What follows belongs to an exercise in optimizing a design on an open flow for small area and a short achievable clock period; a production flow would make more cautious choices. RTL that was checked went through simulation tests only; none was proved equivalent to the original. Power figures rest on the tool's default switching activity, not on a simulated workload.

==> flow/design.v (excerpt) <==
module uart_core (
   uart_tx, uart_if, rx_rts, prdata,
   uart_rx, uart_cts, pwrite, pwdata, psel, prst_n, penable, pclk,
   paddr
   );
Size: ~1,500 cells after synthesis, roughly 430 flip-flops, about 110 I/O pins, roughly 0.019 sq mm of cells after synthesis.
make LEC_CHECK=0 CAP_MARGIN=20 CORE_MARGIN=2 CORE_UTILIZATION=70 CTS_CLUSTER_DIAMETER=50 CTS_CLUSTER_SIZE=20 SETUP_SLACK_MARGIN=2.9 SLEW_MARGIN=20 finish   # period 5.0 ns
run.sh (not shown) runs the stock make flow with config.mk's settings and CLKGATE_MAP_FILE= SYNTH_SCRIPT=/design/flow/synth_recipe.tcl, a recipe that flattens the netlist after the stock synthesis.
Rerun with:
Settings changed: CORE_UTILIZATION 70 to 60.
Outcome: Area after synthesis stays the same; die area climbs by 16%; total power climbs by 0.77%; design area rose by 0.67%.
Rerun with:
Settings changed: SETUP_SLACK_MARGIN 2.9 to 3.1.
=>
- global-route usage grows by 1.8 points
- die area stays the same
- total power grows by 1.9%
- wire length rose by 18%
- setup slack got worse by 0.095 ns
- register-to-register slack gets worse by 0.09 ns
- maximum frequency went down by 4.3%
- synthesized cell count is unchanged
- design area grows by 11%
- core utilization rose by 7.5 points
Rerun with:
Settings changed: CORE_UTILIZATION 60 to 55, SETUP_SLACK_MARGIN 3.1 to 2.95.
Effect: Final area decreases by a few percent. Register-to-register slack gains 0.08 ns. Clock-buffer cell count goes up by 5. Routed wire length shrinks by roughly a tenth. Power rose by a few percent. Fmax increases by a few percent. Sequential power stays flat. Critical path depth fell by 1. Final cell count goes down slightly.
Rerun with:
Settings changed: CORE_UTILIZATION 55 to 60, CTS_BUF_LIST set to sky130_fd_sc_hd__clkbuf_16, CTS_CLUSTER_DIAMETER 50 to 70, CTS_CLUSTER_SIZE 20 to 25, SETUP_SLACK_MARGIN 2.95 to 2.9.
- The changed run produced a clean layout
- via count shrinks by 2.4%
- setup slack gets worse by 0.0048 ns
- design area shrinks by 4.7%
- non-clock buffer count shrinks by 30
- count of clock-buffer cells in the layout shrinks by 21
- worst hold slack gets worse by 0.013 ns
- routed wire length shrinks by 5.8%
- register-to-register slack stays flat

## tundra
uart_core, a different RTL version from the one above (not shown whole).
For scale: ~440 flip-flops, about 110 I/O pins.
Settings: LEC_CHECK=0, CAP_MARGIN=20, CORE_MARGIN=2, CORE_UTILIZATION=65, CTS_BUF_LIST=sky130_fd_sc_hd__clkbuf_16, CTS_CLUSTER_DIAMETER=70, CTS_CLUSTER_SIZE=25, SETUP_SLACK_MARGIN=2.9, SLEW_MARGIN=20; clock period 5.0 ns.
standard.sh (not shown) runs the stock make flow with config.mk's settings and CLKGATE_MAP_FILE= SYNTH_SCRIPT=/design/flow/synth_recipe.tcl, a recipe that flattens the netlist after the stock synthesis.
==> flow/flow/run.sh <==
#!/bin/bash
# Standard layout, with the clock tree built without dummy load cells.
# Everything else is the standard flow (standard.sh).
set -o pipefail
cp standard.sh std_copy.sh.txt 2>/dev/null
export CTS_ARGS="-sink_clustering_enable -repair_clock_nets -sink_clustering_size 25 -sink_clustering_max_diameter 70 -buf_list sky130_fd_sc_hd__clkbuf_16 -dont_use_dummy_load"
bash standard.sh finish > standard.log 2>&1
[inputs] ember vs tundra
Settings: CORE_UTILIZATION now 60, was 65; SETUP_SLACK_MARGIN now 2.85, was 2.9.
### Flow results
- On via count: between tundra and ember, it ends up higher for tundra.
- Against tundra, ember reports a number of DRC violations after detailed-routing iteration 0 that is lower.
- Signal arrival time at the worst endpoint (higher): tundra
### ember -> zinc
Settings: swapping 2.85 for 2.9 in SETUP_SLACK_MARGIN.
--- outcome ---
In terms of global-route usage, zinc and ember differ only marginally.
The endpoint of the worst setup timing path comes out if_q in one run and uart_tx in the other, namely in zinc and ember respectively.
When the final numbers for ember and zinc were put side by side, the critical path's largest stage delay turned out to be greater in zinc.
Compared with ember, in zinc flip-flop and latch count did not really move, post-cts gate resize count shows an increase of 16%.
When zinc is set beside ember, its met3 routed wirelength turns out to be 24 um larger.
Looking at data required time of the critical path, zinc sits 1.43 ns above ember.
zinc -> ember: clock distribution power flat
Diff zinc..ember | combinational power share | negligible
On upper clock frequency limit, ember and zinc are basically level.
zinc against ember; number of nets in the final layout is down slightly.
zinc vs ember, highest-delay cell along the critical path: sky130_fd_sc_hd__dfrtp_4 vs sky130_fd_sc_hd__dfrtp_1
There was hardly any difference in share of the clock period used by the worst path after layout between ember and zinc.
No run of this note included a check of the RTL's function; only the layout flow was run.

uart_core, a different RTL version from the one above (not shown whole).
For scale: roughly 1500 cells after synthesis, roughly 420 flip-flops, roughly 19000 sq um of cells after synthesis.
Settings: LEC_CHECK=0, CAP_MARGIN=20, CORE_MARGIN=2, CORE_UTILIZATION=60, SETUP_SLACK_MARGIN=2.8, SLEW_MARGIN=20; clock period 5.0 ns.
run.sh (not shown) runs the stock make flow with config.mk's settings and CLKGATE_MAP_FILE= SYNTH_SCRIPT=/design/flow/synth_recipe.tcl, a recipe that flattens the netlist after the stock synthesis.
Stock flow here: none of the scripts above is used.
Next try:
CTS_CLUSTER_DIAMETER = 50   (was not set)
CTS_CLUSTER_SIZE = 20   (was not set)
The new run finished with timing, DRC and antenna clean.
Area after synthesis is unchanged.
Clock-buffer cell count drops by 17.
Maximum frequency decreases by 0.50%.
Sequential power stays flat.
Function was not checked in any run of this note: the RTL went through the layout flow alone.

== rev 12 ==
Another version of the RTL of uart_core (not shown whole).
Size in the first run: ~1100 cells after synthesis, ~110 I/O pins.
## uart_core
module uart_core (
   uart_tx, uart_if, rx_rts, prdata,
   uart_rx, uart_cts, pwrite, pwdata, psel, prst_n, penable, pclk,
   paddr
   );
  output        uart_tx;
  output        uart_if;
  output        rx_rts;
  output [31:0] prdata;
  input         uart_rx;
  input         uart_cts;
  input         pwrite;
  input  [31:0] pwdata;
  input         psel;
  input         prst_n;
  input         penable;
  input         pclk;
  input  [31:0] paddr;
  wire setup = psel & ~penable;
  reg  con_we, se_we, br_we, dt_we, ie_we, rxff_rd;
  always @(posedge pclk or negedge prst_n)
    if (!prst_n) begin
      con_we  <= 1'b0;
      se_we   <= 1'b0;
      br_we   <= 1'b0;
      dt_we   <= 1'b0;
      ie_we   <= 1'b0;
      rxff_rd <= 1'b0;
    end else begin
      con_we  <= setup &  pwrite & (paddr[6:0] == 7'h00);
      se_we   <= setup &  pwrite & (paddr[6:0] == 7'h04);
      br_we   <= setup &  pwrite & (paddr[6:0] == 7'h08);
      dt_we   <= setup &  pwrite & (paddr[6:0] == 7'h0C);
      ie_we   <= setup &  pwrite & (paddr[6:0] == 7'h10);
      rxff_rd <= setup & ~pwrite & (paddr[4:0] == 5'h0C);
    end
  wire ctx = con_we & pwdata[5];
  wire crx = con_we & pwdata[6];
  reg [6:0] con;
  reg [2:0] se;
  reg [7:0] brg;
  reg [4:0] ie;
  wire en   = se[0];
  wire d9   = se[1];
  wire bsel = se[2];
  wire af   = con[0] & en;
  always @(posedge pclk or negedge prst_n)
    if (!prst_n) begin
      con <= 7'd0;
      se  <= 3'd0;
      brg <= 8'd0;
      ie  <= 5'd0;
    end else begin
      if (con_we)      con <= pwdata[6:0];
      if (se_we)       se  <= pwdata[2:0];
      if (br_we & ~en) brg <= pwdata[7:0];
      if (ie_we)       ie  <= pwdata[4:0];
    end
  reg [7:0] rxc, txc;
  wire rx_tick = (rxc == brg);
  wire tx_tick = (txc == (bsel ? 8'd7 : 8'd15)) & rx_tick;
  always @(posedge pclk or negedge prst_n)
    if (!prst_n) begin
      rxc <= 8'd0;
      txc <= 8'd0;
    end else begin
      if (~en | rx_tick) rxc <= 8'd0;
      else               rxc <= rxc + 8'd1;
      if (~en | tx_tick) txc <= 8'd0;
      else if (rx_tick)  txc <= txc + 8'd1;
    end
  reg [4:0] tw, tr;
  reg [7:0] tmem [0:15];
  reg [3:0] sbc;
  wire t_eq   = (tw[3:0] == tr[3:0]);
  wire t_x    = tw[4] ^ tr[4];
  wire txnf   = ~(t_x & t_eq);
  wire txne   = ~(~t_x & t_eq);
  wire t_push = dt_we & txnf;
  wire tx_complete = (sbc == (d9 ? 4'd10 : 4'd9));
  ...
clock: 5.0 ns
lec_check: 0
cap_margin: 20
core_margin: 2
core_utilization: 40
setup_slack_margin: 2.7
slew_margin: 20
Rev 12 went all the way through synthesis, placement and routing and the layout is clean on timing, DRC and antenna.
Here is what was changed in the inputs of rev 13 compared with rev 12.
- changing SETUP_SLACK_MARGIN from 2.7 to 2.5
- changing CORE_UTILIZATION from 40 to 60
Going from rev 12 to rev 13, met1 track utilization from global routing grows by 11 points. Max wire length across rev 12 and rev 13: rev 12. Post-place instance area was lower in the run labelled rev 13. The core of rev 13 is more densely filled than that of rev 12. According to the power report, total power for rev 13 is lower than for rev 12. Between rev 12 and rev 13, global-route usage is lower for rev 12, rev 13 comes in above that. Minimum setup slack in the final design delta (rev 13 − rev 12): favourable. Rev 13 vs. rev 12: count of clock-buffer cells in the layout went up by 1.9%.
No run of this note included a check of the RTL's function; only the layout flow was run.

Another version of the RTL of uart_core (not shown whole).
Size: roughly 1500 cells after synthesis, roughly 110 I/O pins, about 19000 µm² of cells after synthesis.
## uart_core
module uart_core (
   uart_tx, uart_if, rx_rts, prdata,
   uart_rx, uart_cts, pwrite, pwdata, psel, prst_n, penable, pclk,
   paddr
   );
  output        uart_tx;
  output        uart_if;
  output        rx_rts;
  output [31:0] prdata;
  input         uart_rx;
  input         uart_cts;
  input         pwrite;
  input  [31:0] pwdata;
  input         psel;
  input         prst_n;
  input         penable;
  input         pclk;
  input  [31:0] paddr;
  wire setup = psel & ~penable;
  reg  con_we, se_we, br_we, dt_we, ie_we, rxff_rd;
  always @(posedge pclk or negedge prst_n)
    if (!prst_n) begin
      con_we  <= 1'b0;
      se_we   <= 1'b0;
      br_we   <= 1'b0;
      dt_we   <= 1'b0;
      ie_we   <= 1'b0;
      rxff_rd <= 1'b0;
    end else begin
      con_we  <= setup &  pwrite & (paddr[6:0] == 7'h00);
      se_we   <= setup &  pwrite & (paddr[6:0] == 7'h04);
      br_we   <= setup &  pwrite & (paddr[6:0] == 7'h08);
      dt_we   <= setup &  pwrite & (paddr[6:0] == 7'h0C);
      ie_we   <= setup &  pwrite & (paddr[6:0] == 7'h10);
      rxff_rd <= setup & ~pwrite & (paddr[4:0] == 5'h0C);
    end
  wire ctx = con_we & pwdata[5];
  wire crx = con_we & pwdata[6];
  reg [6:0] con;
  ...
clock: 5.0 ns
lec_check: 0
cap_margin: 20
core_margin: 2
core_utilization: 60
cts_cluster_diameter: 50
cts_cluster_size: 20
setup_slack_margin: 2.9
slew_margin: 20
Change:
- CTS_BUF_LIST: unset -> sky130_fd_sc_hd__clkbuf_16
- CTS_CLUSTER_DIAMETER: 50 -> 70
- CTS_CLUSTER_SIZE: 20 -> 25
The new run produced a clean layout.
Power came out lower by 10%.
Die area stays the same.
Final area came out lower by 2.0%.
Wire length came out lower by 2.0%.
Setup slack gains 0.0050 ns.
Non-clock buffer count came out lower by 3.
Synthesized cell count stays the same.
Cell count came out lower by 1.2%.
Clock-buffer cell count came out lower by 20.
Function was not checked in any run of this note: the RTL went through the layout flow alone.

== xenon ==
Another version of the RTL of uart_core (not shown whole).
Size: ~430 flip-flops, roughly 110 I/O pins, about 19000 um2 of cells after synthesis.
export LEC_CHECK = 0
export CAP_MARGIN = 20
export CORE_MARGIN = 2
export CORE_UTILIZATION = 60
export CTS_BUF_LIST = sky130_fd_sc_hd__clkbuf_16
export CTS_CLUSTER_DIAMETER = 70
export CTS_CLUSTER_SIZE = 25
export SETUP_SLACK_MARGIN = 2.9
export SLEW_MARGIN = 20
create_clock -name core_clock -period 5.0 [get_ports {pclk}]
standard.sh (not shown) runs the stock make flow with config.mk's settings and CLKGATE_MAP_FILE= SYNTH_SCRIPT=/design/flow/synth_recipe.tcl, a recipe that flattens the netlist after the stock synthesis.
==> flow/flow/run.sh <==
#!/bin/bash
# Standard layout, with the clock tree built without dummy load cells.
# Everything else is the standard flow (standard.sh).
set -o pipefail
cp standard.sh std_copy.sh.txt 2>/dev/null
export CTS_ARGS="-sink_clustering_enable -repair_clock_nets -sink_clustering_size 28 -sink_clustering_max_diameter 70 -buf_list sky130_fd_sc_hd__clkbuf_16 -dont_use_dummy_load"
bash standard.sh finish > standard.log 2>&1
xenon went all the way through the flow, and no timing, DRC or antenna check failed.
Here is what was changed in the inputs of sierra compared with xenon.
-- flow/flow/run.sh --
<<< xenon, line 6
export CTS_ARGS="-sink_clustering_enable -repair_clock_nets -sink_clustering_size 28 -sink_clustering_max_diameter 70 -buf_list sky130_fd_sc_hd__clkbuf_16 -dont_use_dummy_load"
>>> sierra, line 6
export CTS_ARGS="-sink_clustering_enable -repair_clock_nets -sink_clustering_size 30 -sink_clustering_max_diameter 80 -buf_list sky130_fd_sc_hd__clkbuf_16 -dont_use_dummy_load"
Results
- On final-layout worst hold slack, sierra does better than xenon.
- xenon reports its cell with the largest stage delay on the worst path as dfrtp_2 while sierra reports clkdlybuf4s50_1.
- Per the comparison of sierra with xenon, routed wire length closely matched the old numbers; setup slack down 0.020 ns.
- sierra against xenon; wire length on met3 is down by a few percent.
- Power ends up lower on sierra.

== trial 97 ==
Another version of the RTL of uart_core (not shown whole).
make LEC_CHECK=0 CAP_MARGIN=20 CORE_MARGIN=2 CORE_UTILIZATION=40 SETUP_SLACK_MARGIN=2.5 SLEW_MARGIN=20 finish   # period 5.0 ns
run.sh (not shown) runs the stock make flow with config.mk's settings and CLKGATE_MAP_FILE= SYNTH_SCRIPT=/design/flow/synth_recipe.tcl, a recipe that flattens the netlist after the stock synthesis.
Stock flow here: none of the scripts above is used.
Every stage of the flow completed for trial 97, and the final layout passed the timing, DRC and antenna checks.
The following lists how build 63 was set up differently from trial 97:
Settings: removing SETUP_SLACK_MARGIN (formerly 2.5).
Results
Diff trial 97 -> build 63: minimum clock period now larger; amount of wire on met3 after detailed routing -about 11%; maximum fanout encountered on the critical timing path grew by 1.
Sequential share of layout area for build 63 is higher than for trial 97.
Setup slack at placement: build 63 vs trial 97 up 0.20 ns

== v51 ==
RTL: one of the versions met above, not the one the previous note started from.
Size: about 1500 cells after synthesis, roughly 110 I/O pins, roughly 19000 sq um of cells after synthesis.
export LEC_CHECK = 0
export CAP_MARGIN = 20
export CORE_MARGIN = 2
export CORE_UTILIZATION = 65
export CTS_BUF_LIST = sky130_fd_sc_hd__clkbuf_16
export CTS_CLUSTER_DIAMETER = 70
export CTS_CLUSTER_SIZE = 25
export SETUP_SLACK_MARGIN = 2.9
export SLEW_MARGIN = 20
create_clock -name core_clock -period 5.0 [get_ports {pclk}]
standard.sh (not shown) runs the stock make flow with config.mk's settings and CLKGATE_MAP_FILE= SYNTH_SCRIPT=/design/flow/synth_recipe.tcl, a recipe that flattens the netlist after the stock synthesis.
==> flow/flow/run.sh <==
#!/bin/bash
# Standard layout, with the clock tree built without dummy load cells.
# Everything else is the standard flow (standard.sh).
set -o pipefail
cp standard.sh std_copy.sh.txt 2>/dev/null
export CTS_ARGS="-sink_clustering_enable -repair_clock_nets -sink_clustering_size 25 -sink_clustering_max_diameter 70 -buf_list sky130_fd_sc_hd__clkbuf_16 -dont_use_dummy_load"
bash standard.sh finish > standard.log 2>&1
## Diff of input files: v53 against v51
- SETUP_SLACK_MARGIN now 3.0, was 2.9
- CORE_UTILIZATION now 60, was 65
==> comparison <==
Diff v51 -> v53: final layout net count shows an increase of 9; effective utilization at floorplan down 4.7 points; placer congestion estimate decreased 0.063; minimum setup slack in the final design barely changed; final critical path time including I/O delays and setup barely changed.
As far as number of instances on the worst hold path goes, v53 and v51 are indistinguishable; the numbers are identical.
| highest achievable clock rate | v51 vs v53 | ≈ equal |
For v53, the cell at the slowest stage of the critical path was sky130_fd_sc_hd__dfrtp_1, unlike v51, where it was sky130_fd_sc_hd__dfrtp_2.
--- input diff v53..v17 ---
- SETUP_SLACK_MARGIN now 2.9, was 3.0
==> flow/run.sh (new file) <==
#!/bin/bash
# synth_recipe.tcl (not shown) runs the flow's synth.tcl, then flattens the netlist and writes it again
# the make line also repeats each setting of config.mk as NAME=value (left out here)
make -C /OpenROAD-flow-scripts/flow DESIGN_CONFIG=/design/flow/config.mk WORK_HOME=/design/flow/orfs CLKGATE_MAP_FILE= SYNTH_SCRIPT=/design/flow/synth_recipe.tcl finish
removed: flow/flow/run.sh
removed: flow/standard.sh
[summary]
| post-placement cell count | v53 vs v17 | ≈ equal |
v17: non-clock buffer area fraction after layout 0.33 points below v53
Delta (v17 minus v53): effective utilization at floorplan neither gained nor lost much; total number of multi-input combinational cells picked up an extra about 0.53%.
Diff v53 -> v17 | final critical-path required period | increase of 0.015 ns
Cmp v53 and v17 / total of plain and repair buffers excluding clock buffers / lower: v17
v17 against v53: via count of the routed design increased 97; utilization after layout essentially unchanged.
> inputs changed (v17 -> v57)
- changing CTS_CLUSTER_DIAMETER from 70 to 50
- removing CTS_BUF_LIST (formerly sky130_fd_sc_hd__clkbuf_16)
- changing CTS_CLUSTER_SIZE from 25 to 20
==> comparison <==
On synthesis-to-finish area growth: v57 sits above v17.
Higher switching power share of the total among v17 and v57: v17
From v17 to v57 the numbers moved as follows: final standard cell area without fillers climbed about 3.3%, proportion of power drawn by combinational gates dropped 0.5 points.

[re-timing with driven ports]
Ports are ideal in the flow. The routed layouts listed here were re-timed in OpenROAD. Step 1 sets driving cells, clkbuf_16 on the clock port and buf_2 on the other inputs (assumed; they add their load-dependent delay and slew). Step 2 times the ports against the registers' clock, not the clock port: input delays grow and output delays shrink by t, the midpoint of the rising clock arrivals with the driver on. Slacks: ideal / step 1 / step 2; pairs: ideal / step 1.
| run | shift t [ns] | setup WS [ns] | clock arrival spread, ns |
|---|---|---|---|
| the first run of note 1 | 0.575 | 2.861 / 2.861 / 2.361 | 0.023 / 0.023 |
| the second run of note 1 | 0.571 | 2.878 / 2.872 / 2.396 | 0.021 / 0.021 |
| the third run of note 1 | 0.593 | 2.783 / 2.783 / 2.392 | 0.026 / 0.026 |
| the fourth run of note 1 | 0.589 | 2.859 / 2.858 / 2.452 | 0.025 / 0.025 |
| the fifth run of note 1 | 0.611 | 2.854 / 2.829 / 2.299 | 0.020 / 0.020 |
| tundra | 0.600 | 2.782 / 2.782 / 2.316 | 0.038 / 0.038 |
| ember | 0.609 | 2.783 / 2.733 / 2.310 | 0.081 / 0.081 |
| zinc | 0.600 | 2.785 / 2.779 / 2.318 | 0.046 / 0.046 |
| the first run of note 3 | 0.588 | 2.408 / 2.408 / 2.024 | 0.026 / 0.026 |
| the second run of note 3 | 0.578 | 2.395 / 2.395 / 2.035 | 0.034 / 0.034 |
| rev 12 | 0.632 | 1.794 / 1.794 / 1.665 | 0.014 / 0.014 |
| rev 13 | 0.593 | 1.903 / 1.903 / 1.865 | 0.018 / 0.018 |
| the first run of note 5 | 0.579 | 2.719 / 2.719 / 2.412 | 0.024 / 0.025 |
| the second run of note 5 | 0.615 | 2.724 / 2.724 / 2.323 | 0.021 / 0.021 |
| xenon | 0.591 | 2.872 / 2.857 / 2.321 | 0.046 / 0.046 |
| sierra | 0.570 | 2.852 / 2.854 / 2.308 | 0.041 / 0.041 |
| trial 97 | 0.605 | 1.008 / 0.954 / 1.318 | 0.021 / 0.021 |
| build 63 | 0.607 | 0.473 / 0.419 / 0.481 | 0.031 / 0.031 |
| v51 | 0.589 | 2.871 / 2.871 / 2.340 | 0.058 / 0.058 |
| v53 | 0.606 | 2.872 / 2.820 / 2.339 | 0.059 / 0.060 |
| v17 | 0.613 | 2.857 / 2.845 / 2.282 | 0.032 / 0.031 |
| v57 | 0.580 | 2.909 / 2.868 / 2.353 | 0.030 / 0.030 |
After both steps every run listed still meets setup and hold. For v17, which loses most, drivers alone change the setup slack by -0.012 ns; drivers and shift together by -0.575 ns.
